This design comes from an exercise in tuning for small area on the open sky130 flow, not from production work. In this exercise RTL edits were held to simulation tests only and were not proved equivalent to the original.

==> config.mk <==
export PLATFORM = sky130hd
export DESIGN_NAME = RISC_16
export DESIGN_NICKNAME = RISC_16
export VERILOG_FILES = /design/flow/design.v
export SDC_FILE = /design/flow/constraint.sdc
export NUM_CORES = 4
export LEC_CHECK = 0
export ABC_AREA = 1
export CAP_MARGIN = 20
export CORE_MARGIN = 2
export CORE_UTILIZATION = 70
export CTS_BUF_LIST = sky130_fd_sc_hd__clkbuf_8
export SLEW_MARGIN = 20
==> constraint.sdc <==
create_clock -name core_clock -period 70.0 [get_ports {clk}]
set_input_delay 14.0000 -clock core_clock [delete_from_list [all_inputs] [get_ports {clk}]]
set_output_delay 14.0000 -clock core_clock [all_outputs]
set_load 0.01 [all_outputs]
==> design.v <==
module mul8s(
	input [7:0] a,
	input [7:0] b,
	output [15:0] p
);
wire [8:0] ax = {a[7], a};
wire one0 = b[0] ^ 1'b0;
wire two0 = (b[1] & ~b[0] & ~1'b0) | (~b[1] & b[0] & 1'b0);
wire neg0 = b[1];
wire w1 = ((one0 & ax[0]) | (two0 & 1'b0)) ^ neg0;
wire w2 = ((one0 & ax[1]) | (two0 & ax[0])) ^ neg0;
wire w3 = ((one0 & ax[2]) | (two0 & ax[1])) ^ neg0;
wire w4 = ((one0 & ax[3]) | (two0 & ax[2])) ^ neg0;
wire w5 = ((one0 & ax[4]) | (two0 & ax[3])) ^ neg0;
wire w6 = ((one0 & ax[5]) | (two0 & ax[4])) ^ neg0;
wire w7 = ((one0 & ax[6]) | (two0 & ax[5])) ^ neg0;
wire w8 = ((one0 & ax[7]) | (two0 & ax[6])) ^ neg0;
wire w9 = ~(((one0 & ax[8]) | (two0 & ax[7])) ^ neg0);
wire one1 = b[2] ^ b[1];
wire two1 = (b[3] & ~b[2] & ~b[1]) | (~b[3] & b[2] & b[1]);
wire neg1 = b[3];
wire w10 = ((one1 & ax[0]) | (two1 & 1'b0)) ^ neg1;
wire w11 = ((one1 & ax[1]) | (two1 & ax[0])) ^ neg1;
wire w12 = ((one1 & ax[2]) | (two1 & ax[1])) ^ neg1;
wire w13 = ((one1 & ax[3]) | (two1 & ax[2])) ^ neg1;
wire w14 = ((one1 & ax[4]) | (two1 & ax[3])) ^ neg1;
wire w15 = ((one1 & ax[5]) | (two1 & ax[4])) ^ neg1;
wire w16 = ((one1 & ax[6]) | (two1 & ax[5])) ^ neg1;
wire w17 = ((one1 & ax[7]) | (two1 & ax[6])) ^ neg1;
wire w18 = ~(((one1 & ax[8]) | (two1 & ax[7])) ^ neg1);
wire one2 = b[4] ^ b[3];
wire two2 = (b[5] & ~b[4] & ~b[3]) | (~b[5] & b[4] & b[3]);
wire neg2 = b[5];
wire w19 = ((one2 & ax[0]) | (two2 & 1'b0)) ^ neg2;
wire w20 = ((one2 & ax[1]) | (two2 & ax[0])) ^ neg2;
wire w21 = ((one2 & ax[2]) | (two2 & ax[1])) ^ neg2;
wire w22 = ((one2 & ax[3]) | (two2 & ax[2])) ^ neg2;
wire w23 = ((one2 & ax[4]) | (two2 & ax[3])) ^ neg2;
wire w24 = ((one2 & ax[5]) | (two2 & ax[4])) ^ neg2;
wire w25 = ((one2 & ax[6]) | (two2 & ax[5])) ^ neg2;
wire w26 = ((one2 & ax[7]) | (two2 & ax[6])) ^ neg2;
wire w27 = ~(((one2 & ax[8]) | (two2 & ax[7])) ^ neg2);
wire one3 = b[6] ^ b[5];
wire two3 = (b[7] & ~b[6] & ~b[5]) | (~b[7] & b[6] & b[5]);
wire neg3 = b[7];
wire w28 = ((one3 & ax[0]) | (two3 & 1'b0)) ^ neg3;
wire w29 = ((one3 & ax[1]) | (two3 & ax[0])) ^ neg3;
wire w30 = ((one3 & ax[2]) | (two3 & ax[1])) ^ neg3;
wire w31 = ((one3 & ax[3]) | (two3 & ax[2])) ^ neg3;
wire w32 = ((one3 & ax[4]) | (two3 & ax[3])) ^ neg3;
wire w33 = ((one3 & ax[5]) | (two3 & ax[4])) ^ neg3;
wire w34 = ((one3 & ax[6]) | (two3 & ax[5])) ^ neg3;
wire w35 = ((one3 & ax[7]) | (two3 & ax[6])) ^ neg3;
wire w36 = ~(((one3 & ax[8]) | (two3 & ax[7])) ^ neg3);
wire w37 = w7 ^ w14;
wire w38 = w7 & w14;
wire w39 = w8 ^ w15;
wire w40 = w8 & w15;
wire w41 = w9 ^ w16 ^ w23;
wire w42 = (w9 & w16) | (w9 & w23) | (w16 & w23);
wire w43 = w17 ^ w24;
wire w44 = w17 & w24;
wire w45 = w5 ^ w12;
wire w46 = w5 & w12;
wire w47 = w6 ^ w13;
wire w48 = w6 & w13;
wire w49 = w21 ^ w28 ^ neg3;
wire w50 = (w21 & w28) | (w21 & neg3) | (w28 & neg3);
wire w51 = w22 ^ w29 ^ w38;
wire w52 = (w22 & w29) | (w22 & w38) | (w29 & w38);
wire w53 = w30 ^ 1'b1 ^ w40;
wire w54 = (w30 & 1'b1) | (w30 & w40) | (1'b1 & w40);
wire w55 = w31 ^ 1'b1 ^ w42;
wire w56 = (w31 & 1'b1) | (w31 & w42) | (1'b1 & w42);
wire w57 = w18 ^ w25 ^ w32;
wire w58 = (w18 & w25) | (w18 & w32) | (w25 & w32);
wire w59 = w26 ^ w33;
wire w60 = w26 & w33;
wire w61 = w3 ^ w10;
wire w62 = w3 & w10;
wire w63 = w4 ^ w11;
wire w64 = w4 & w11;
wire w65 = w19 ^ neg2 ^ w45;
wire w66 = (w19 & neg2) | (w19 & w45) | (neg2 & w45);
wire w67 = w20 ^ w46 ^ w47;
wire w68 = (w20 & w46) | (w20 & w47) | (w46 & w47);
wire w69 = w37 ^ w48 ^ w49;
wire w70 = (w37 & w48) | (w37 & w49) | (w48 & w49);
wire w71 = w39 ^ w50 ^ w51;
wire w72 = (w39 & w50) | (w39 & w51) | (w50 & w51);
wire w73 = w41 ^ w52 ^ w53;
wire w74 = (w41 & w52) | (w41 & w53) | (w52 & w53);
wire w75 = w43 ^ w54 ^ w55;
wire w76 = (w43 & w54) | (w43 & w55) | (w54 & w55);
wire w77 = w44 ^ w56 ^ w57;
wire w78 = (w44 & w56) | (w44 & w57) | (w56 & w57);
wire w79 = 1'b1 ^ w58 ^ w59;
wire w80 = (1'b1 & w58) | (1'b1 & w59) | (w58 & w59);
wire w81 = w27 ^ w34 ^ w60;
wire w82 = (w27 & w34) | (w27 & w60) | (w34 & w60);
wire w83 = w35 ^ 1'b1;
wire w84 = w35 & 1'b1;
wire w85 = w1 ^ neg0;
wire w86 = w1 & neg0;
wire w87 = w2 ^ w86;
wire w88 = w2 & w86;
wire w89 = neg1 ^ w61 ^ w88;
wire w90 = (neg1 & w61) | (neg1 & w88) | (w61 & w88);
wire w91 = w62 ^ w63 ^ w90;
wire w92 = (w62 & w63) | (w62 & w90) | (w63 & w90);
wire w93 = w64 ^ w65 ^ w92;
wire w94 = (w64 & w65) | (w64 & w92) | (w65 & w92);
wire w95 = w66 ^ w67 ^ w94;
wire w96 = (w66 & w67) | (w66 & w94) | (w67 & w94);
wire w97 = w68 ^ w69 ^ w96;
wire w98 = (w68 & w69) | (w68 & w96) | (w69 & w96);
wire w99 = w70 ^ w71 ^ w98;
wire w100 = (w70 & w71) | (w70 & w98) | (w71 & w98);
wire w101 = w72 ^ w73 ^ w100;
wire w102 = (w72 & w73) | (w72 & w100) | (w73 & w100);
wire w103 = w74 ^ w75 ^ w102;
wire w104 = (w74 & w75) | (w74 & w102) | (w75 & w102);
wire w105 = w76 ^ w77 ^ w104;
wire w106 = (w76 & w77) | (w76 & w104) | (w77 & w104);
wire w107 = w78 ^ w79 ^ w106;
wire w108 = (w78 & w79) | (w78 & w106) | (w79 & w106);
wire w109 = w80 ^ w81 ^ w108;
wire w110 = (w80 & w81) | (w80 & w108) | (w81 & w108);
wire w111 = w82 ^ w83 ^ w110;
wire w112 = (w82 & w83) | (w82 & w110) | (w83 & w110);
wire w113 = w36 ^ w84 ^ w112;
wire w114 = (w36 & w84) | (w36 & w112) | (w84 & w112);
wire w115 = 1'b1 ^ w114;
wire w116 = 1'b1 & w114;
assign p = {w115, w113, w111, w109, w107, w105, w103, w101, w99, w97, w95, w93, w91, w89, w87, w85};
endmodule
module divrows(
	input [6:0] rem_in,	 
	input [7:0] bits,	 
	input [6:0] d,		 
	output [7:0] q,		 
	output [6:0] rem_out
);
wire [6:0] nd = ~d;
wire [7:0] nbits = ~bits;
wire [7:0] t0 = {rem_in, bits[7]};
wire [7:0] c0;
wire [6:0] s0;
assign c0[0] = 1'b1;
assign s0[0] = t0[0] ^ nd[0] ^ c0[0];
assign c0[1] = (t0[0] & nd[0]) | (t0[0] & c0[0]) | (nd[0] & c0[0]);
assign s0[1] = t0[1] ^ nd[1] ^ c0[1];
assign c0[2] = (t0[1] & nd[1]) | (t0[1] & c0[1]) | (nd[1] & c0[1]);
assign s0[2] = t0[2] ^ nd[2] ^ c0[2];
assign c0[3] = (t0[2] & nd[2]) | (t0[2] & c0[2]) | (nd[2] & c0[2]);
assign s0[3] = t0[3] ^ nd[3] ^ c0[3];
assign c0[4] = (t0[3] & nd[3]) | (t0[3] & c0[3]) | (nd[3] & c0[3]);
assign s0[4] = t0[4] ^ nd[4] ^ c0[4];
assign c0[5] = (t0[4] & nd[4]) | (t0[4] & c0[4]) | (nd[4] & c0[4]);
assign s0[5] = t0[5] ^ nd[5] ^ c0[5];
assign c0[6] = (t0[5] & nd[5]) | (t0[5] & c0[5]) | (nd[5] & c0[5]);
assign s0[6] = t0[6] ^ nd[6] ^ c0[6];
assign c0[7] = (t0[6] & nd[6]) | (t0[6] & c0[6]) | (nd[6] & c0[6]);
assign q[7] = t0[7] | c0[7];
wire [6:0] r0 = ~(q[7] ? s0 : t0[6:0]);
wire [7:0] t1 = {r0, nbits[6]};
wire [7:0] c1;
wire [6:0] s1;
assign c1[0] = 1'b0;
assign s1[0] = t1[0] ^ d[0] ^ c1[0];
assign c1[1] = (t1[0] & d[0]) | (t1[0] & c1[0]) | (d[0] & c1[0]);
assign s1[1] = t1[1] ^ d[1] ^ c1[1];
assign c1[2] = (t1[1] & d[1]) | (t1[1] & c1[1]) | (d[1] & c1[1]);
assign s1[2] = t1[2] ^ d[2] ^ c1[2];
assign c1[3] = (t1[2] & d[2]) | (t1[2] & c1[2]) | (d[2] & c1[2]);
assign s1[3] = t1[3] ^ d[3] ^ c1[3];
assign c1[4] = (t1[3] & d[3]) | (t1[3] & c1[3]) | (d[3] & c1[3]);
assign s1[4] = t1[4] ^ d[4] ^ c1[4];
assign c1[5] = (t1[4] & d[4]) | (t1[4] & c1[4]) | (d[4] & c1[4]);
assign s1[5] = t1[5] ^ d[5] ^ c1[5];
assign c1[6] = (t1[5] & d[5]) | (t1[5] & c1[5]) | (d[5] & c1[5]);
assign s1[6] = t1[6] ^ d[6] ^ c1[6];
assign c1[7] = (t1[6] & d[6]) | (t1[6] & c1[6]) | (d[6] & c1[6]);
assign q[6] = ~(t1[7] & c1[7]);
wire [6:0] r1 = ~(q[6] ? s1 : t1[6:0]);
wire [7:0] t2 = {r1, bits[5]};
wire [7:0] c2;
wire [6:0] s2;
assign c2[0] = 1'b1;
assign s2[0] = t2[0] ^ nd[0] ^ c2[0];
assign c2[1] = (t2[0] & nd[0]) | (t2[0] & c2[0]) | (nd[0] & c2[0]);
assign s2[1] = t2[1] ^ nd[1] ^ c2[1];
assign c2[2] = (t2[1] & nd[1]) | (t2[1] & c2[1]) | (nd[1] & c2[1]);
assign s2[2] = t2[2] ^ nd[2] ^ c2[2];
assign c2[3] = (t2[2] & nd[2]) | (t2[2] & c2[2]) | (nd[2] & c2[2]);
assign s2[3] = t2[3] ^ nd[3] ^ c2[3];
assign c2[4] = (t2[3] & nd[3]) | (t2[3] & c2[3]) | (nd[3] & c2[3]);
assign s2[4] = t2[4] ^ nd[4] ^ c2[4];
assign c2[5] = (t2[4] & nd[4]) | (t2[4] & c2[4]) | (nd[4] & c2[4]);
assign s2[5] = t2[5] ^ nd[5] ^ c2[5];
assign c2[6] = (t2[5] & nd[5]) | (t2[5] & c2[5]) | (nd[5] & c2[5]);
assign s2[6] = t2[6] ^ nd[6] ^ c2[6];
assign c2[7] = (t2[6] & nd[6]) | (t2[6] & c2[6]) | (nd[6] & c2[6]);
assign q[5] = t2[7] | c2[7];
wire [6:0] r2 = ~(q[5] ? s2 : t2[6:0]);
wire [7:0] t3 = {r2, nbits[4]};
wire [7:0] c3;
wire [6:0] s3;
assign c3[0] = 1'b0;
assign s3[0] = t3[0] ^ d[0] ^ c3[0];
assign c3[1] = (t3[0] & d[0]) | (t3[0] & c3[0]) | (d[0] & c3[0]);
assign s3[1] = t3[1] ^ d[1] ^ c3[1];
assign c3[2] = (t3[1] & d[1]) | (t3[1] & c3[1]) | (d[1] & c3[1]);
assign s3[2] = t3[2] ^ d[2] ^ c3[2];
assign c3[3] = (t3[2] & d[2]) | (t3[2] & c3[2]) | (d[2] & c3[2]);
assign s3[3] = t3[3] ^ d[3] ^ c3[3];
assign c3[4] = (t3[3] & d[3]) | (t3[3] & c3[3]) | (d[3] & c3[3]);
assign s3[4] = t3[4] ^ d[4] ^ c3[4];
assign c3[5] = (t3[4] & d[4]) | (t3[4] & c3[4]) | (d[4] & c3[4]);
assign s3[5] = t3[5] ^ d[5] ^ c3[5];
assign c3[6] = (t3[5] & d[5]) | (t3[5] & c3[5]) | (d[5] & c3[5]);
assign s3[6] = t3[6] ^ d[6] ^ c3[6];
assign c3[7] = (t3[6] & d[6]) | (t3[6] & c3[6]) | (d[6] & c3[6]);
assign q[4] = ~(t3[7] & c3[7]);
wire [6:0] r3 = ~(q[4] ? s3 : t3[6:0]);
wire [7:0] t4 = {r3, bits[3]};
wire [7:0] c4;
wire [6:0] s4;
assign c4[0] = 1'b1;
assign s4[0] = t4[0] ^ nd[0] ^ c4[0];
assign c4[1] = (t4[0] & nd[0]) | (t4[0] & c4[0]) | (nd[0] & c4[0]);
assign s4[1] = t4[1] ^ nd[1] ^ c4[1];
assign c4[2] = (t4[1] & nd[1]) | (t4[1] & c4[1]) | (nd[1] & c4[1]);
assign s4[2] = t4[2] ^ nd[2] ^ c4[2];
assign c4[3] = (t4[2] & nd[2]) | (t4[2] & c4[2]) | (nd[2] & c4[2]);
assign s4[3] = t4[3] ^ nd[3] ^ c4[3];
assign c4[4] = (t4[3] & nd[3]) | (t4[3] & c4[3]) | (nd[3] & c4[3]);
assign s4[4] = t4[4] ^ nd[4] ^ c4[4];
assign c4[5] = (t4[4] & nd[4]) | (t4[4] & c4[4]) | (nd[4] & c4[4]);
assign s4[5] = t4[5] ^ nd[5] ^ c4[5];
assign c4[6] = (t4[5] & nd[5]) | (t4[5] & c4[5]) | (nd[5] & c4[5]);
assign s4[6] = t4[6] ^ nd[6] ^ c4[6];
assign c4[7] = (t4[6] & nd[6]) | (t4[6] & c4[6]) | (nd[6] & c4[6]);
assign q[3] = t4[7] | c4[7];
wire [6:0] r4 = ~(q[3] ? s4 : t4[6:0]);
wire [7:0] t5 = {r4, nbits[2]};
wire [7:0] c5;
wire [6:0] s5;
assign c5[0] = 1'b0;
assign s5[0] = t5[0] ^ d[0] ^ c5[0];
assign c5[1] = (t5[0] & d[0]) | (t5[0] & c5[0]) | (d[0] & c5[0]);
assign s5[1] = t5[1] ^ d[1] ^ c5[1];
assign c5[2] = (t5[1] & d[1]) | (t5[1] & c5[1]) | (d[1] & c5[1]);
assign s5[2] = t5[2] ^ d[2] ^ c5[2];
assign c5[3] = (t5[2] & d[2]) | (t5[2] & c5[2]) | (d[2] & c5[2]);
assign s5[3] = t5[3] ^ d[3] ^ c5[3];
assign c5[4] = (t5[3] & d[3]) | (t5[3] & c5[3]) | (d[3] & c5[3]);
assign s5[4] = t5[4] ^ d[4] ^ c5[4];
assign c5[5] = (t5[4] & d[4]) | (t5[4] & c5[4]) | (d[4] & c5[4]);
assign s5[5] = t5[5] ^ d[5] ^ c5[5];
assign c5[6] = (t5[5] & d[5]) | (t5[5] & c5[5]) | (d[5] & c5[5]);
assign s5[6] = t5[6] ^ d[6] ^ c5[6];
assign c5[7] = (t5[6] & d[6]) | (t5[6] & c5[6]) | (d[6] & c5[6]);
assign q[2] = ~(t5[7] & c5[7]);
wire [6:0] r5 = ~(q[2] ? s5 : t5[6:0]);
wire [7:0] t6 = {r5, bits[1]};
wire [7:0] c6;
wire [6:0] s6;
assign c6[0] = 1'b1;
assign s6[0] = t6[0] ^ nd[0] ^ c6[0];
assign c6[1] = (t6[0] & nd[0]) | (t6[0] & c6[0]) | (nd[0] & c6[0]);
assign s6[1] = t6[1] ^ nd[1] ^ c6[1];
assign c6[2] = (t6[1] & nd[1]) | (t6[1] & c6[1]) | (nd[1] & c6[1]);
assign s6[2] = t6[2] ^ nd[2] ^ c6[2];
assign c6[3] = (t6[2] & nd[2]) | (t6[2] & c6[2]) | (nd[2] & c6[2]);
assign s6[3] = t6[3] ^ nd[3] ^ c6[3];
assign c6[4] = (t6[3] & nd[3]) | (t6[3] & c6[3]) | (nd[3] & c6[3]);
assign s6[4] = t6[4] ^ nd[4] ^ c6[4];
assign c6[5] = (t6[4] & nd[4]) | (t6[4] & c6[4]) | (nd[4] & c6[4]);
assign s6[5] = t6[5] ^ nd[5] ^ c6[5];
assign c6[6] = (t6[5] & nd[5]) | (t6[5] & c6[5]) | (nd[5] & c6[5]);
assign s6[6] = t6[6] ^ nd[6] ^ c6[6];
assign c6[7] = (t6[6] & nd[6]) | (t6[6] & c6[6]) | (nd[6] & c6[6]);
assign q[1] = t6[7] | c6[7];
wire [6:0] r6 = ~(q[1] ? s6 : t6[6:0]);
wire [7:0] t7 = {r6, nbits[0]};
wire [7:0] c7;
wire [6:0] s7;
assign c7[0] = 1'b0;
assign s7[0] = t7[0] ^ d[0] ^ c7[0];
assign c7[1] = (t7[0] & d[0]) | (t7[0] & c7[0]) | (d[0] & c7[0]);
assign s7[1] = t7[1] ^ d[1] ^ c7[1];
assign c7[2] = (t7[1] & d[1]) | (t7[1] & c7[1]) | (d[1] & c7[1]);
assign s7[2] = t7[2] ^ d[2] ^ c7[2];
assign c7[3] = (t7[2] & d[2]) | (t7[2] & c7[2]) | (d[2] & c7[2]);
assign s7[3] = t7[3] ^ d[3] ^ c7[3];
assign c7[4] = (t7[3] & d[3]) | (t7[3] & c7[3]) | (d[3] & c7[3]);
assign s7[4] = t7[4] ^ d[4] ^ c7[4];
assign c7[5] = (t7[4] & d[4]) | (t7[4] & c7[4]) | (d[4] & c7[4]);
assign s7[5] = t7[5] ^ d[5] ^ c7[5];
assign c7[6] = (t7[5] & d[5]) | (t7[5] & c7[5]) | (d[5] & c7[5]);
assign s7[6] = t7[6] ^ d[6] ^ c7[6];
assign c7[7] = (t7[6] & d[6]) | (t7[6] & c7[6]) | (d[6] & c7[6]);
assign q[0] = ~(t7[7] & c7[7]);
wire [6:0] r7 = ~(q[0] ? s7 : t7[6:0]);
assign rem_out = r7;
endmodule
module RISC_16(
	output	[15:0]		t_alu_in1,
	output	[15:0]		t_alu_in2,
	output	[15:0]		t_alu_out,
	input 				clk,
	input 				rst,
	input 				enable,
	input 	[15:0] 	instruction,
	output 	[4:0] 	tick_out,
	output 	[15:0] 	display
);
wire [3:0] op = instruction[15:12];
wire [3:0] ra = instruction[11:8];
wire [3:0] rb = instruction[7:4];
wire [7:0] imm = instruction[7:0];
reg [4:0] tick;
always @(posedge clk) begin
	if (rst) tick <= 5'b10000;
	else tick <= {tick[0], tick[4:1]};
end
assign tick_out = tick;
wire tF = tick[4], tD = tick[3], tE = tick[2], tW = tick[0];
reg alu_mux_q, sign_mux_q, disp_q;
reg [3:0] aluop_q;
wire op_j = (op == 4'hF);
wire op_r = (op == 4'h0);
wire op_br = (op == 4'hA) | (op == 4'hB) | (op == 4'hC);
wire op_ls = (op == 4'hD) | (op == 4'hE);
wire rd_en = enable & tD & ~op_j;
wire wr_en = enable & tW & (op_r | (~op[3] & |op[2:0]) | (op == 4'h8));
wire alu_mux = (enable & tE & ~op_j) ? ~op_r : alu_mux_q;
wire sign_mux = (enable & tD) ? 1'b1 : (enable & tE & op_br) ? 1'b0 : sign_mux_q;
wire disp_en = (enable & tF) ? 1'b0 : (enable & tW & (op == 4'h9)) ? 1'b1 : disp_q;
reg [3:0] imap;
always @(*) begin
	case (op)
		4'h1: imap = 4'h1;
		4'h2: imap = 4'h0;
		4'h3: imap = 4'hC;
		4'h4: imap = 4'hD;
		4'h5: imap = 4'hE;
		4'h6: imap = 4'h7;
		4'h7: imap = 4'h6;
		4'h8: imap = 4'h9;
		4'h9: imap = 4'hA;
		4'hA: imap = 4'h5;
		4'hB: imap = 4'h4;
		4'hC: imap = 4'hB;
		default: imap = 4'h0;
	endcase
end
wire [3:0] aluop = ~enable ? 4'h0 :
                   (tE & op_r) ? instruction[3:0] :
                   (tE & ~op_j & ~op_ls) ? imap : aluop_q;
always @(posedge clk) begin
	if (rst) begin
		alu_mux_q <= 1'b0;
		sign_mux_q <= 1'b0;
		disp_q <= 1'b0;
		aluop_q <= 4'h0;
	end else begin
		alu_mux_q <= alu_mux;
		sign_mux_q <= sign_mux;
		disp_q <= disp_en;
		aluop_q <= aluop;
	end
end
reg [7:0] rf [0:15];
wire [7:0] alu_lo;
wire [7:0] wdata = rst ? 8'd0 : alu_lo;
genvar gi;
generate
	for (gi = 0; gi < 16; gi = gi + 1) begin : g_rf
		always @(posedge clk)
			if (rst | (wr_en & (ra == gi))) rf[gi] <= wdata;
	end
endgenerate
wire [7:0] port = rf[tF ? rb : ra];
reg [7:0] breg;		 
always @(posedge clk) breg <= port;
wire [7:0] a = rd_en ? port : 8'd0;
wire [7:0] b = alu_mux ? (sign_mux ? imm : 8'd0) : (rd_en ? breg : 8'd0);
assign t_alu_in1 = {{8{a[7]}}, a};
assign t_alu_in2 = {{8{b[7]}}, b};
wire [6:0] d_f = alu_mux_q ? imm[6:0] : (op_j ? 7'd0 : port[6:0]);
wire [6:0] d = tF ? d_f : b[6:0];
wire [6:0] rem_in = rem_q & {7{tD & a[7]}};
wire [7:0] dbits = tF ? 8'hFF : a;
wire [7:0] q8;
wire [6:0] rem8;
divrows u_div(.rem_in(rem_in), .bits(dbits), .d(d), .q(q8), .rem_out(rem8));
reg [7:0] qh_q;
reg [6:0] rem_q;
always @(posedge clk) begin
	qh_q <= q8;
	rem_q <= rem8;
end
wire dz = (b[6:0] == 7'd0);
wire [15:0] quo = {a[7] ? qh_q : {8{dz}}, tF ? {8{dz}} : q8};
wire sm = (aluop != 4'h1);	 
wire [7:0] bx = b ^ {8{sm}};
wire [8:0] c;
wire [7:0] s;
assign c[0] = sm;
generate
	for (gi = 0; gi < 8; gi = gi + 1) begin : g_add
		assign s[gi] = a[gi] ^ bx[gi] ^ c[gi];
		assign c[gi+1] = (a[gi] & bx[gi]) | (a[gi] & c[gi]) | (bx[gi] & c[gi]);
	end
endgenerate
wire s8 = a[7] ^ bx[7] ^ c[8];
wire [7:0] x = a ^ b;
wire eq = ~|x;
wire lt = ~c[8];		 
wire gt = c[8] & ~eq;
wire [15:0] prod;
mul8s u_mul(.a(a), .b(b), .p(prod));
wire [15:0] A = {{8{a[7]}}, a};
wire sh_ok = (b[7:4] == 4'd0);
wire [3:0] sa = b[3:0];
wire [15:0] sr16 = A >> sa[2:0];
wire [15:0] fill = {16{a[7]}} & (16'hFFFF >> sa);
wire [15:0] srl = sh_ok ? {fill[15:8], sa[3] ? fill[7:0] : sr16[7:0]} : 16'd0;
wire [15:0] sl16 = A << sa[2:0];
wire [15:0] sll = sh_ok ? (sa[3] ? {sl16[7:0], 8'd0} : sl16) : 16'd0;
wire [15:0] div = b[7] ? {15'd0, a[7] & ~lt} : quo;
reg [15:0] y;
always @(*) begin
	case (aluop)
		4'h0: y = {{8{b[7]}}, b};
		4'h1: y = {{8{s8}}, s};
		4'h2: y = prod;
		4'h3: y = div;
		4'h4: y = {15'd0, gt};
		4'h5: y = {15'd0, eq};
		4'h6: y = srl;
		4'h7: y = sll;
		4'h8: y = {{8{s8}}, s};
		4'h9: y = srl;
		4'hA: y = {{8{~a[7]}}, ~a};
		4'hB: y = {15'd0, lt};
		4'hC: y = {{8{a[7] & b[7]}}, a & b};
		4'hD: y = {{8{a[7] | b[7]}}, a | b};
		4'hE: y = {{8{x[7]}}, x};
		default: y = 16'd0;
	endcase
end
assign t_alu_out = y;
assign alu_lo = y[7:0];
reg [15:0] disp_r;
always @(posedge clk) begin
	if (rst) disp_r <= 16'd0;
	else if (disp_en) disp_r <= ~y;
end
assign display = disp_r;
endmodule
==> flow/run.sh <==
#!/bin/bash
# Own layout flow: the standard flow (standard.sh), except that synthesis
# maps the combinational logic with an area-only ABC script (flow/synth.tcl).
set -euo pipefail
W=$(pwd)
export MY_ABC_SCRIPT=$W/flow/area.abc
# port buffers: the smallest buffer (the default picks a larger delay cell)
export BUFFER_PORTS_ARGS="-buffer_cell sky130_fd_sc_hd__buf_1"
sed "s#SYNTH_SCRIPT=[^ ]*#SYNTH_SCRIPT=$W/flow/synth.tcl#" standard.sh > $W/synth_area.sh
bash $W/synth_area.sh synth > $W/synth.log 2>&1
bash standard.sh > $W/layout.log 2>&1
==> flow/area.abc <==
strash
&get -n
&fraig -x
&put
dc2
dch -f
amap
strash
dch -f
amap
topo
==> flow/synth.tcl <==
# The standard flow's synthesis script (synth_recipe.tcl), with ABC's combinational mapping
# run with an area-only script (flow/area.abc) instead of ORFS's, which buffers
# and upsizes for delay. Registers are mapped before ABC, so they are the same.
proc synth {args} { yosys synth -nofsm -noshare {*}$args }
proc abc {args} {
  set i [lsearch -exact $args -script]
  if { $i >= 0 } { lset args [expr {$i + 1}] $::env(MY_ABC_SCRIPT) }
  yosys abc {*}$args
}
source $::env(SCRIPTS_DIR)/synth.tcl
# left out here: clear keep_hierarchy, flatten, clean up, hide names made inside functions, write 1_2_yosys.v
==> standard.sh <==
#!/bin/bash
# synth_recipe.tcl (not shown) runs the flow's synth.tcl, then flattens the netlist and writes it again
# the make line also repeats each setting of config.mk as NAME=value (left out here)
make -C /OpenROAD-flow-scripts/flow DESIGN_CONFIG=/design/flow/config.mk WORK_HOME=/design/flow/orfs CLKGATE_MAP_FILE= SYNTH_SCRIPT=/design/flow/synth_recipe.tcl "${@:-finish}"
==> summary.txt, run 1 <==
- YS warnings: 2
- Relative slew margins: 21.6%
- M1 wire length: 14.2 mm
- Die Span X: 133 um
- Worst r2r path cells: 96
- Vias per cell: 7.05
- Xor/xnor share of the synthesized area: 0%
- F_max: 0.0174 GHz
- Fin crit period: just under 60000 ps
- Synth top area share: 33.1%
- Clock Path Buffers: 2
- FFs w/ async S/R, synth: 0%
- WP buf/inv: 17
- Largest net degree at the start of global routing: 35
- HP Class: flop to flop
- Critical R2R Capture: rf[0][0]
- Worst Max-Slew Pin Slew: ~1200 ps
- Status: complete, no violations
- DRC errors left: 0
- Vias: 11075
- Fin util: 79.5%
- Largest family of logic cells by synthesized area: compound AO/OA/AOI/OAI gates
- Port Buf Inserts: 87
- Number of cells on the critical path: 95
- Worst Path Required: 56000 ps
- Pre-Repair DR Iteration Count: 7
- Resized cells post-CTS: 0
- CP startpoint kind: input pin
- Met2 WL: 16.9 mm
- Layout Nets: 1468
- Reg2Reg Setup Slack: between 30000 and 40000 ps
- Syn nets: approximately 1300
- H-tree depth: 4
- Final RePlAce weighted congestion: about 1.0
- Most frequent CP cell: fa_1
- Top sig layer: met4
- Vias in the first global route: 10505
- Later-pin clock latency in the skew report: ~500 ps
- Setup repair after global routing missed its margin: no
- CP Capture Point: t_alu_out[0]
- ANT cells: 0
- Die ar.: 0.0177 mm^2
- Pre-CTS setup slack: 13420 ps
- Arrival @ worst endpoint: 43610 ps
- Cell Area, Synth: roughly 0.012 mm^2
- Post-synthesis simple-gate area fraction: 13.2%
- Total Routing Usage GR: between 40 and 50%
- Post-synthesis compound-gate area fraction: roughly 22%
- Mean Syn Cell Area: roughly 10 um^2
- DRT antenna net count: 0
- Fin crit share: 82.3%
- Syn-to-layout area delta: 12.2%
- Cell taking the most area after synthesis: edfxtp_1
- Fin worst setup slack: 12390 ps
- Setup CP Type: input pin to output port
- CP top delay family: adder cells
- Metal3 WL: 6.06 mm
- Layout cells sized above 1: under 10%
- Sequential area share after synthesis: 41.8%
- First-pass GRT wire length: between 50 and 60 mm
- Ys flop type: edfxtp_1
- Cts bufs inserted: 17
- Crit-path slowest cell: o22ai_1
- Final setup viols: 0
- Post-synthesis mux area share: 0%
- Slew Limit Fails: 0
- Final wirelength: 38.7 mm
- # Post-CTS Setup Buffers: 0
- # rows: 47
- FF+latch count, synth: between 150 and 200
- Initial core utilization: between 70 and 80%
- Delay of the slowest critical-path stage: 840 ps
- Max-cap violations: 0
- EDFF count, synth: 128
- Post-DP HPWL: 27.8 mm
- CP Capture Type: output port
- Clock Skew: 23.4 ps
- Crit. Startpoint: instruction[14]
- Synth top cells by count: 190 x nor2_1, 151 x clkinv_1, 128 x edfxtp_1
- Core footprint: 0.0164 mm^2
- CTS Root Cell: clkbuf_8
- Unique masters post-synth: 46
- Cells after Synth: ~1200
- Initial antenna violation count: 0
- Setup TNS Final: 0 ps
- Routed wire per std cell: 24.6 um
- Clock Sinks: approximately 180
- Most common cell in the netlist: nor2_1
- DR iter-0 viols: 1937
- Congestion Overflow GR: 0
- CTS tree: built
- Synth top area cells: edfxtp_1 33%, fa_1 12%, dfxtp_1 8.8%
- R2R Path Start: tick[4]
- CTS clk-pin slew, worst paths: 120 ps
- Post-synthesis adder-cell area fraction: 16.7%
- CTS Hold Bufs: 0
- Die Y: 133 um
- Worst-path maximum fanout: 20
- I/O pins: 88
- Final hold vios: 0
[how the worst min path moves through the flow]
stage / from / end / slack (ps) / cells past startpoint
after global placement: tick[1] / tick[0] / 460 / 1
after floorplan: tick[3] / tick[2] / 420 / 2
final: tick[3] / tick[2] / 470 / 2
after detailed placement: tick[3] / tick[2] / 460 / 2
after CTS: tick[3] / tick[2] / 470 / 2
after global routing: tick[1] / tick[0] / 480 / 1
[cells by family after synthesis]
group           after synthesis
flops                       179
fa+ha+maj                   112
simple gates                349
buf+inv                     172
compound gates              382
[metrics by stage]
| step | std cells | instance area [um^2] | hold WS (ps) |
|---|---|---|---|
| after detailed placement | 1537 | 12600 | 460 |
| after global placement | 1537 | 12600 | 459 |
| final | 1570 | 13100 | 466 |
| after floorplan | 1194 | 11600 | 425 |
| after global routing | 1570 | 13100 | 479 |
| after CTS | 1569 | 13000 | 468 |
[registers in the layout (all words and copies together) (netlist names)]
| name | count |
|---|---|
| breg | 8 |
| qh_q | 8 |
| aluop_q | 4 |
| alu_mux_q | 1 |
| disp_r | 16 |
| rem_q | 7 |
| sign_mux_q | 1 |
| rf | 128 |
| tick | 5 |
| disp_q | 1 |
[routing by layer]
layer,GRT usage [%],vias up
met2,66.1,1014
met1,62.9,5137
li1,-,4747
met3,12.3,177
met5,0,-
met4,16.8,0
[area by class of cell]
| cell class | count | area [um^2] |
|---|---|---|
| flip-flops and latches | 179 | 4860 |
| repair buffers | 145 | 782 |
| multi-input cells | 843 | 6120 |
| fillers | 1060 | 3360 |
| well taps | 220 | 275 |
| clock buffers | 17 | 234 |
| clock inverters | 15 | 211 |
| inverters | 151 | 567 |
[worst register-to-register path: cells and delay by family (launching register included)]
kind                     cells  cell delay [ps]
flip-flops                   1              340
AO/OA/AOI/OAI               19             4910
adder cells (fa/ha/maj)     41            15280
AND/OR/NAND/NOR             17             4720
buffers and inverters       19             4610
[placed cells by master (no fill, tap or decap), types with 15 or more instances in the layout]
master and instances:
a221oi_1 15, a22oi_1 18, edfxtp_1 128, dfxtp_1 51, o22a_1 17, buf_4 57, clkinv_1 151, fa_1 72
clkbuf_8 17, o22ai_1 76, o21ai_0 69, nand2_1 64, nor3_1 17, ha_1 40, buf_1 87, a21oi_1 78
nor2_1 189, nor4_1 21, a222oi_1 23
==> run 2: changes to the inputs <==
--- a/flow/run.sh
+++ b/flow/run.sh
@@ -7,4 +7,7 @@
 # port buffers: the smallest buffer (the default picks a larger delay cell)
 export BUFFER_PORTS_ARGS="-buffer_cell sky130_fd_sc_hd__buf_1"
+# clock tree: ORFS's default arguments, with clkbuf_8 and without the dummy
+# loads that CTS adds to balance its clusters
+export CTS_ARGS="-sink_clustering_enable -repair_clock_nets -buf_list sky130_fd_sc_hd__clkbuf_8 -dont_use_dummy_load"
 sed "s#SYNTH_SCRIPT=[^ ]*#SYNTH_SCRIPT=$W/flow/synth.tcl#" standard.sh > $W/synth_area.sh
 bash $W/synth_area.sh synth > $W/synth.log 2>&1
==> run 2 against run 1 <==
  * Clock skew up 29 ps
  * Non-clock buffer count unchanged
  * Cell count down 0.96%
  * Setup slack better by 190 ps
  * Synthesized cell count unchanged
  * Clock-buffer cell count unchanged
  * Design area down 1.6%
==> summary.txt, run 2 <==
- Fin util: 78.3% (was 79.5%)
- Die Span X: 133 um (unchanged)
- CTS Hold Bufs: 0 (unchanged)
- CP startpoint kind: input pin (unchanged)
- Cts bufs inserted: 17 (unchanged)
- Resized cells post-CTS: 0 (unchanged)
- Final RePlAce weighted congestion: 1.01 (unchanged)
- Post-DP HPWL: 27.8 mm (unchanged)
- Unique masters post-synth: 46 (unchanged)
- Die ar.: 0.0177 mm^2 (unchanged)
- Max-cap violations: 0 (unchanged)
- ANT cells: 0 (unchanged)
- DRT antenna net count: 0 (unchanged)
- Relative slew margins: 22.1% (was 21.6%)
- Clock Sinks: 179 (unchanged)
- R2R Path Start: tick[4] (unchanged)
- Most frequent cells in the layout: 189 x nor2_1, 151 x clkinv_1, 128 x edfxtp_1, 87 x buf_1, 78 x a21oi_1 (unchanged)
- F_max: 0.0174 GHz (about the same)
- DR iter-0 viols: 1839 (was 1937)
- Reg2Reg Setup Slack: 40020 ps (was 39790 ps)
- CTS tree: built (unchanged)
- Most common cell in the netlist: nor2_1 (unchanged)
- Layout cells sized above 1: 6.74% (was 7.78%)
- Total Routing Usage GR: 43.4% (was 44.4%)
- Setup TNS Final: 0 ps (unchanged)
- Status: complete, no violations (unchanged)
- Placed cell count: 1537 (unchanged)
- Final setup viols: 0 (unchanged)
- CP Capture Point: t_alu_out[0] (unchanged)
- Max reg flops: 128 (unchanged)
- FF+latch count, synth: 179 (unchanged)
- Syn-to-layout area delta: 10.4% (was 12.2%)
- Ys flop type: edfxtp_1 (unchanged)
- # Post-CTS Setup Buffers: 0 (unchanged)
- Initial antenna violation count: 0 (unchanged)
- Largest net degree at the start of global routing: 35 (unchanged)
- Biggest regs: rf (128), disp_r (16) (unchanged)
- Vias in the first global route: 10395 (was 10505)
- Worst r2r path cells: 96 (unchanged)
- Worst-path maximum fanout: 20 (unchanged)
- CTS clk-pin slew, worst paths: 90 ps (was 120 ps)
- Worst Path Required: 56000 ps (about the same)
- Largest reg by FF count: rf (unchanged)
- GR peak layer: met2 (unchanged)
- Vias: 10926 (was 11075)
- Die Y: 133 um (unchanged)
- Hold slack final: 458 ps (was 466 ps)
- Layout Nets: 1468 (unchanged)
- # rows: 47 (unchanged)
- GR met3 Demand/Resource: 11.7% (was 12.3%)
- Most frequent CP cell: fa_1 (unchanged)
- EDFF count, synth: 128 (unchanged)
- Delay of the slowest critical-path stage: 850 ps (was 840 ps)
- I/O pins: 88 (unchanged)
- Setup CP Type: input pin to output port (unchanged)
- FFs w/ async S/R, synth: 0% (unchanged)
- Clock Path Buffers: 2 (unchanged)
- Cell taking the most area after synthesis: edfxtp_1 (unchanged)
- Crit-path slowest cell: o22ai_1 (unchanged)
- Fin crit share: 82.0% (was 82.3%)
- Cell Area, Synth: 0.0116 mm^2 (unchanged)
- Initial core utilization: 70.9% (unchanged)
- Post-Layout Cell Count: 1555 (was 1570)
- H-tree depth: 4 (unchanged)
- Critical R2R Capture: rf[0][0] (unchanged)
- CP Capture Type: output port (unchanged)
- Cells after Synth: 1194 (unchanged)
- Vias per cell: 7.03 (was 7.05)
- Pre-Repair DR Iteration Count: 7 (unchanged)
- Slew Limit Fails: 0 (unchanged)
- Synth top area cells: edfxtp_1 33%, fa_1 12%, dfxtp_1 8.8% (unchanged)
- Arrival @ worst endpoint: 43430 ps (was 43610 ps)
- Worst Hold Launch: tick[1] (was tick[3])
- Congestion Overflow GR: 0 (unchanged)
- GRT met1 Usage: 62.2% (was 62.9%)
- Synth top cells by count: 190 x nor2_1, 151 x clkinv_1, 128 x edfxtp_1 (unchanged)
- CTS Root Cell: clkbuf_8 (unchanged)
- YS warnings: 2 (unchanged)
- DRC errors left: 0 (unchanged)
- Mean Syn Cell Area: 9.74 um^2 (unchanged)
- Synth top area share: 33.1% (unchanged)
- Commonest non-fill, non-tap cell in the layout: nor2_1 (unchanged)
- Setup repair after global routing missed its margin: no (unchanged)
- Sequential area share after synthesis: 41.8% (unchanged)
- Final hold vios: 0 (unchanged)
- HP Class: flop to flop (unchanged)
- Later-pin clock latency in the skew report: 490 ps (was 500 ps)
- Crit. Startpoint: instruction[14] (unchanged)
- Final wirelength: 37.8 mm (was 38.7 mm)
- Worst Max-Slew Pin Slew: 1160 ps (was 1170 ps)
- Clock Skew: 52.7 ps (was 23.4 ps)
- Routed wire per std cell: 24.3 um (was 24.6 um)
- First-pass GRT wire length: 57.8 mm (was 59.1 mm)
- Grt met2 use: 64.2% (was 66.1%)
- Fin crit period: 57430 ps (was 57610 ps)
- Syn nets: 1325 (unchanged)
- Core footprint: 0.0164 mm^2 (unchanged)
- Port Buf Inserts: 87 (unchanged)
## run 2: cell counts after synthesis
No cell type changed its count.
## run 2: worst max-delay path: cells and delay by family
kind	cells	cell delay, ps
AND/OR/NAND/NOR	18	4690
buffers and inverters	17	4300
AO/OA/AOI/OAI	18	5050
adder cells (fa/ha/maj)	42	15330
## run 2: logic make-up after synthesis
group / count (synthesis) / synth area share [%]
buffers and inverters: 172 / 6.23
and+or+nand+nor: 349 / 13.2
AOI/OAI and AO/OA: 382 / 22.1
adders and majority gates: 112 / 16.7
DFF: 179 / 41.8
## run 2: cell type report
class,instances,area [um^2]
Clock buffer,17,234
Fill cell,1112,3570
Inverter,151,567
Multi-Input combinational cell,843,6120
Sequential cell,179,4860
Tap cell,220,275
Timing Repair Buffer,145,782
## run 2: worst min-delay path by stage
stage                     endpoint  slack (ps)  depth (start not counted)
after global routing       tick[0]         460                          1
after detailed placement   tick[2]         460                          2
after CTS                  tick[2]         450                          2
after floorplan            tick[2]         420                          2
final                      tick[0]         460                          1
after global placement     tick[0]         460                          1
## run 2: per-layer routing
layer,vias to the layer above,wire [um]
met4,0,1470
met1,5083,14100
met3,159,5890
met5,-,0
met2,963,16400
li1,4721,-
## run 2: metrics by stage
stage,worst slack [ps],instance area [um^2]
3_5_place_dp,13420,12600
5_1_grt,10750,12800
4_1_cts,13270,12800
6_report,12570,12800
3_3_place_gp,15060,12600
2_1_floorplan,16530,11600

## re-timing with driven ports
The flow's constraints put no driver on any port. The routed layouts listed below were extracted and timed again, unchanged, in two steps. Step 1 sets driving cells, clkbuf_16 on the clock port and buf_2 on the other inputs (assumed; they add their load-dependent delay and slew). Step 2 adds t to the input delays and takes it off the output delays; t is the mean of the earliest and latest rising clock arrival at the registers after step 1. Input paths then give back, and output paths get back, about the clock's delay inside the block. Slacks: no drivers / after step 1 / after step 2; pairs: no drivers / after step 1.
| run | t, ns | setup slack, ns | worst hold slack (ns) | worst slew at a driven data input, ns | cell pins on the clock port's net |
|---|---|---|---|---|---|
| run 1 | 0.526 | 12.385 / 12.361 / 12.361 | 0.466 / 0.466 / 0.466 | 0.05 | 1 |
| run 2 | 0.506 | 12.572 / 12.547 / 12.547 | 0.458 / 0.458 / 0.458 | 0.05 | 1 |
After both steps setup and hold are still met in every run listed. For run 2, which loses most, drivers alone change the setup slack by -0.025 ns; drivers and shift together by -0.025 ns.
